What follows belongs to an exercise in optimizing a design on an open flow for small area, a short achievable clock period and few clock cycles; a production flow would make more cautious choices.
At most, simulation tests tie the RTL to the original design; equivalence was not proved.

## the baseline
==> flow/design.v <==
module top_module2 (input [3:0] start_adress, input [7:0] data_in, input clock, input Start, input reset,
  output logic [15:0] out_put_det3, output logic Done, output logic [3:0] adress);
  logic [3:0] cnt;             
  logic [3:0] addr;
  logic [7:0] q0, q1, q2;      
  logic [7:0] dr;              
  logic [15:0] x2n, x3;
  wire go = Done & Start;
  wire t4 = cnt == 4'd4, t5 = cnt == 4'd5, t6 = cnt == 4'd6;
  wire t7 = cnt == 4'd7, t8 = cnt == 4'd8, t9 = cnt == 4'd9;
  assign adress = Done ? start_adress : addr;
  always @(posedge clock or posedge reset) begin
    if (reset) begin
      Done <= 1'b1;
      cnt  <= 4'd0;
    end else if (go) begin
      Done <= 1'b0;
      cnt  <= 4'd1;
    end else if (!Done) begin
      Done <= t9;
      cnt  <= t9 ? 4'd0 : cnt + 4'd1;
    end
  end
  wire signed [15:0] s_prod = $signed(q0) * $signed(dr);
  wire [15:0] s_res = (t6 ? x2n : 16'd0) - s_prod;
  wire [15:0] b_m = (t7) ? out_put_det3 : t8 ? x2n : t9 ? x3 : {{8{q1[7]}}, q1};
  wire [15:0] b_add = t5 ? x3 : (t6 | t8 | t9) ? out_put_det3 : 16'd0;
  wire signed [15:0] b_prod = $signed(b_m) * $signed(dr);
  wire [15:0] b_res = b_add + b_prod;
  always @(posedge clock) begin
    addr <= go ? start_adress + 4'd1 : addr + 4'd1;
    dr <= data_in;
    q0 <= q1;
    q1 <= q2;
    q2 <= (go || cnt == 4'd1 || cnt == 4'd2) ? data_in : q0;
    if (t4) x2n <= b_res;
    else if (t6) x2n <= s_res;
    if (t4) x3 <= s_res;
    else if (t5) x3 <= b_res;
    if (t5) out_put_det3 <= s_res;
    else if (t6 | t7 | t8 | t9) out_put_det3 <= b_res;
  end
endmodule
Settings: LEC_CHECK=0, CAP_MARGIN=20, CORE_MARGIN=2, CORE_UTILIZATION=40, SLEW_MARGIN=20; clock period 7.0 ns.
run.sh (not shown) runs the stock make flow with config.mk's settings and CLKGATE_MAP_FILE= SYNTH_SCRIPT=/design/flow/synth_recipe.tcl, a recipe that flattens the netlist after the stock synthesis.
The baseline | status: complete | timing, DRC, antenna: pass
The inputs of the candidate differ from those of the baseline as listed below.
==> flow/design.v <==
module top_module2 (input [3:0] start_adress, input [7:0] data_in, input clock, input Start, input reset,
  output logic [15:0] out_put_det3, output logic Done, output logic [3:0] adress);
  logic [9:1] ph;              
  logic [3:0] addr;
  logic [7:0] q0, q1, q2;      
  logic [7:0] dr;              
  logic [15:0] x2n, x3;
  wire go = Done & Start;
  wire t4 = ph[4], t5 = ph[5], t6 = ph[6];
  wire t7 = ph[7], t8 = ph[8], t9 = ph[9];
  assign adress = Done ? start_adress : addr;
  always @(posedge clock or posedge reset) begin
    if (reset) begin
      Done <= 1'b1;
      ph   <= '0;
    end else begin
      Done <= Done ? ~Start : ph[9];
      ph   <= {ph[8:1], go};
    end
  end
  wire signed [15:0] s_prod = $signed(q0) * $signed(dr);
  wire [15:0] s_res = (t6 ? x2n : 16'd0) - s_prod;
  wire [15:0] b_m = ({16{t7}} & out_put_det3) | ({16{t8}} & x2n) | ({16{t9}} & x3)
                  | ({16{t4 | t5 | t6}} & {{8{q1[7]}}, q1});
  wire [15:0] b_add = ({16{t5}} & x3) | ({16{t6 | t8 | t9}} & out_put_det3);
  wire signed [15:0] b_prod = $signed(b_m) * $signed(dr);
  wire [15:0] b_res = b_add + b_prod;
  always @(posedge clock) begin
    addr <= go ? start_adress + 4'd1 : addr + 4'd1;
    dr <= data_in;
    q0 <= q1;
    q1 <= q2;
    q2 <= (go | ph[1] | ph[2]) ? data_in : q0;
    if (t4) x2n <= b_res;
    else if (t6) x2n <= s_res;
    if (t4) x3 <= s_res;
    else if (t5) x3 <= b_res;
    if (t5) out_put_det3 <= s_res;
    else if (t6 | t7 | t8 | t9) out_put_det3 <= b_res;
  end
endmodule
### Flow results
Taking the baseline as the reference, in the candidate number of standard cells in the layout, taps in and fillers out moved down; routed length on met2 decreased by 3.7% relative to the old numbers; share of the yosys chip area belonging to registers went up 2.1 points; maximum root-to-sink buffer count closely matched the old numbers.
Taking the baseline as the reference point, the final sequential cell count of the candidate rises by 5.
No functional check of the RTL was part of any run of this note.

========
top_module2, a different RTL version from the one above (not shown whole).
Size: about 530 cells after synthesis, ~100 flip-flops, about 0.0056 mm² of cells after synthesis.
==> module top_module2, before the edit <==
module top_module2 (input [3:0] start_adress, input [7:0] data_in, input clock, input Start, input reset,
  output logic [15:0] out_put_det3, output logic Done, output logic [3:0] adress);
  logic [10:1] ph;             
  logic add_q0, add_q2;        
  logic [3:0] addr;            
  logic [7:0] dr;              
  logic [15:0] mr;             
  logic [3:0] b_one, b_two, b_neg;   
  logic [15:0] q1, q0;
  wire go = Done & Start;
  logic [3:0] step;
  always @(*) begin
    step = 4'd0;
    if (ph[1]) step = 4'd14;    
    if (ph[2]) step = 4'd1;
    if (ph[3]) step = 4'd14;    
    if (ph[4]) step = 4'd4;
    if (ph[5]) step = 4'd11;    
    if (ph[6]) step = 4'd8;
    if (ph[7]) step = 4'd14;    
    if (ph[8]) step = 4'd1;
  end
  assign adress = Done ? start_adress : addr;
  always @(posedge clock or posedge reset) begin
    if (reset) begin
      Done   <= 1'b1;
      ph     <= '0;
      add_q0 <= 1'b0;
      add_q2 <= 1'b1;
    end else begin
      Done   <= Done ? ~Start : ph[10];
      ph     <= {ph[9:1], go};
      add_q0 <= ph[4] | ph[5] | ph[6];
      add_q2 <= ph[8] | ph[9] | ph[10] | (Done & ~Start);
    end
  end
  wire [15:0] add = ({16{add_q0}} & q0) | ({16{add_q2}} & out_put_det3);
  wire [15:0] r;
  mac16e mac (.m(mr), .one(b_one), .two(b_two), .neg(b_neg), .add(add), .r(r));
  wire sub_next = ph[2] | ph[4] | ph[6];
  wire op_next = ~Done & ~ph[10];    
  wire [8:0] de = {data_in, 1'b0};
  logic [3:0] e_one, e_two, e_neg;
  always @(*) begin
    for (int j = 0; j < 4; j++) begin
      e_one[j] = op_next & (de[2*j+1] ^ de[2*j]);
      e_two[j] = op_next & ((de[2*j+2] & ~de[2*j+1] & ~de[2*j]) | (~de[2*j+2] & de[2*j+1] & de[2*j]));
      e_neg[j] = op_next & (de[2*j+2] ^ sub_next);
    end
  end
  always @(posedge clock) begin
    addr <= go ? start_adress + 4'd4 : addr + step;
    dr <= data_in;
    b_one <= e_one;
    b_two <= e_two;
    b_neg <= e_neg;
    mr <= (ph[7] | ph[8] | ph[9]) ? q1 : {{8{dr[7]}}, dr};
    out_put_det3 <= r;
    q1 <= out_put_det3;
    q0 <= q1;
  end
endmodule
==> flow/config.mk <==
export PLATFORM = sky130hd
export DESIGN_NAME = top_module2
export DESIGN_NICKNAME = top_module2
export VERILOG_FILES = /design/flow/design.v
export SDC_FILE = /design/flow/constraint.sdc
export NUM_CORES = 4
export LEC_CHECK = 0
export CAP_MARGIN = 20
export CORE_MARGIN = 2
export CORE_UTILIZATION = 40
export SETUP_SLACK_MARGIN = 3.2
export SLEW_MARGIN = 20
==> flow/constraint.sdc <==
create_clock -name core_clock -period 7.0 [get_ports {clock}]
set_input_delay 1.4000 -clock core_clock [delete_from_list [all_inputs] [get_ports {clock}]]
set_output_delay 1.4000 -clock core_clock [all_outputs]
set_load 0.01 [all_outputs]
standard.sh (not shown) runs the stock make flow with config.mk's settings and CLKGATE_MAP_FILE= SYNTH_SCRIPT=/design/flow/synth_recipe.tcl, a recipe that flattens the netlist after the stock synthesis.
==> flow/flow/run.sh <==
#!/bin/bash
# The standard layout, with plain buffers (buf_2) on the ports instead of the
# default port buffer cell. Every port still gets its buffer.
set -euo pipefail
export BUFFER_PORTS_ARGS="-buffer_cell sky130_fd_sc_hd__buf_2"
bash standard.sh > standard.log 2>&1
Testbench counts at the start, summed over its fixed seeds: cycles 17,600.
Change:
--- a/flow/design.v
+++ b/flow/design.v
@@ -317,49 +317,59 @@
   assign s152 = c120 ^ s121 ^ s94;
   assign r = {c151, c149, c147, c145, c143, c141, c139, c137, c135, c133, c131, c129, c127, c125, c123, s122} + {s152, s150, s148, s146, s144, s142, s140, s138, s136, s134, s132, s130, s128, s126, s124, add[0]};
 endmodule
 module top_module2 (input [3:0] start_adress, input [7:0] data_in, input clock, input Start, input reset,
   output logic [15:0] out_put_det3, output logic Done, output logic [3:0] adress);
-  logic [10:1] ph;             
+  logic [4:0] jc;
+  wire t1 = jc[0] & ~jc[1];
+  wire t2 = jc[1] & ~jc[2];
+  wire t3 = jc[2] & ~jc[3];
+  wire t4 = jc[3] & ~jc[4];
+  wire t5 = jc[4] & jc[0];
+  wire t6 = jc[1] & ~jc[0];
+  wire t7 = jc[2] & ~jc[1];
+  wire t8 = jc[3] & ~jc[2];
+  wire t9 = jc[4] & ~jc[3];
+  wire t10 = ~Done & ~jc[4] & ~jc[0];
   logic add_q0, add_q2;        
   logic [3:0] addr;            
   logic [7:0] dr;              
   logic [15:0] mr;             
   logic [3:0] b_one, b_two, b_neg;   
   logic [15:0] q1, q0;
   wire go = Done & Start;
   logic [3:0] step;
   always @(*) begin
     step = 4'd0;
-    if (ph[1]) step = 4'd14;    
-    if (ph[2]) step = 4'd1;
-    if (ph[3]) step = 4'd14;    
-    if (ph[4]) step = 4'd4;
-    if (ph[5]) step = 4'd11;    
-    if (ph[6]) step = 4'd8;
-    if (ph[7]) step = 4'd14;    
-    if (ph[8]) step = 4'd1;
+    if (t1) step = 4'd14;    
+    if (t2) step = 4'd1;
+    if (t3) step = 4'd14;    
+    if (t4) step = 4'd4;
+    if (t5) step = 4'd11;    
+    if (t6) step = 4'd8;
+    if (t7) step = 4'd14;    
+    if (t8) step = 4'd1;
   end
   assign adress = Done ? start_adress : addr;
   always @(posedge clock or posedge reset) begin
     if (reset) begin
       Done   <= 1'b1;
-      ph     <= '0;
+      jc     <= '0;
       add_q0 <= 1'b0;
       add_q2 <= 1'b1;
     end else begin
-      Done   <= Done ? ~Start : ph[10];
-      ph     <= {ph[9:1], go};
-      add_q0 <= ph[4] | ph[5] | ph[6];
-      add_q2 <= ph[8] | ph[9] | ph[10] | (Done & ~Start);
+      Done   <= Done ? ~Start : t10;
+      jc     <= ((Done & ~Start) | t10) ? 5'd0 : {jc[3:0], ~jc[4]};
+      add_q0 <= jc[1] & jc[3];                         
+      add_q2 <= t8 | t9 | t10 | (Done & ~Start);
     end
   end
   wire [15:0] add = ({16{add_q0}} & q0) | ({16{add_q2}} & out_put_det3);
   wire [15:0] r;
   mac16e mac (.m(mr), .one(b_one), .two(b_two), .neg(b_neg), .add(add), .r(r));
-  wire sub_next = ph[2] | ph[4] | ph[6];
-  wire op_next = ~Done & ~ph[10];    
+  wire sub_next = t2 | t4 | t6;
+  wire op_next = ~Done & (jc[0] | jc[4]);    
   wire [8:0] de = {data_in, 1'b0};
   logic [3:0] e_one, e_two, e_neg;
   always @(*) begin
     for (int j = 0; j < 4; j++) begin
       e_one[j] = op_next & (de[2*j+1] ^ de[2*j]);
@@ -371,11 +381,11 @@
     addr <= go ? start_adress + 4'd4 : addr + step;
     dr <= data_in;
     b_one <= e_one;
     b_two <= e_two;
     b_neg <= e_neg;
-    mr <= (ph[7] | ph[8] | ph[9]) ? q1 : {{8{dr[7]}}, dr};
+    mr <= (jc[4] & ~jc[1]) ? q1 : {{8{dr[7]}}, dr};    
     out_put_det3 <= r;
     q1 <= out_put_det3;
     q0 <= q1;
   end
 endmodule
The changed run finished with timing, DRC and antenna clean.
Global-route usage fell by 0.18 points.
Wire length fell by about 2%.
Setup slack is worse by 0.0066 ns.
Core utilization rises by 0.46 points.
Synthesized cell count is lower by about 1.7%.
Die area drops by 1.4%.
Hold slack degrades by 0.0051 ns.
Area after synthesis went down by about 1.5%.
For the second run of this note, only the layout was checked, not whether the RTL still works.

what the ideal ports hide:
No port has a modelled driver above. Below, the same layouts with a new extraction and two added sets of constraints. Step 1: set_driving_cell puts a clkbuf_16 on clock and a buf_2 on each other input, an assumption about the parent block. Step 2 times the ports against the registers' clock, not the clock port: input delays grow and output delays shrink by t, the midpoint of the rising clock arrivals with the driver on. Slacks: ideal / step 1 / step 2; pairs: ideal / step 1.
run | t, ns | setup WS [ns] | worst setup path after step 2 | latest minus earliest clock arrival (ns) | worst register clock-pin slew, ns
the baseline | 0.371 | 0.546 / 0.546 / 0.546 | register to register | 0.010 / 0.010 | 0.07 / 0.07
the candidate | 0.408 | 0.613 / 0.613 / 0.613 | register to register | 0.010 / 0.010 | 0.08 / 0.08
the first run of note 2 | 0.388 | 3.222 / 3.222 / 3.222 | register to register | 0.008 / 0.008 | 0.07 / 0.07
the second run of note 2 | 0.392 | 3.215 / 3.215 / 3.215 | register to register | 0.012 / 0.012 | 0.07 / 0.07
After both steps setup and hold are still met in every run listed.
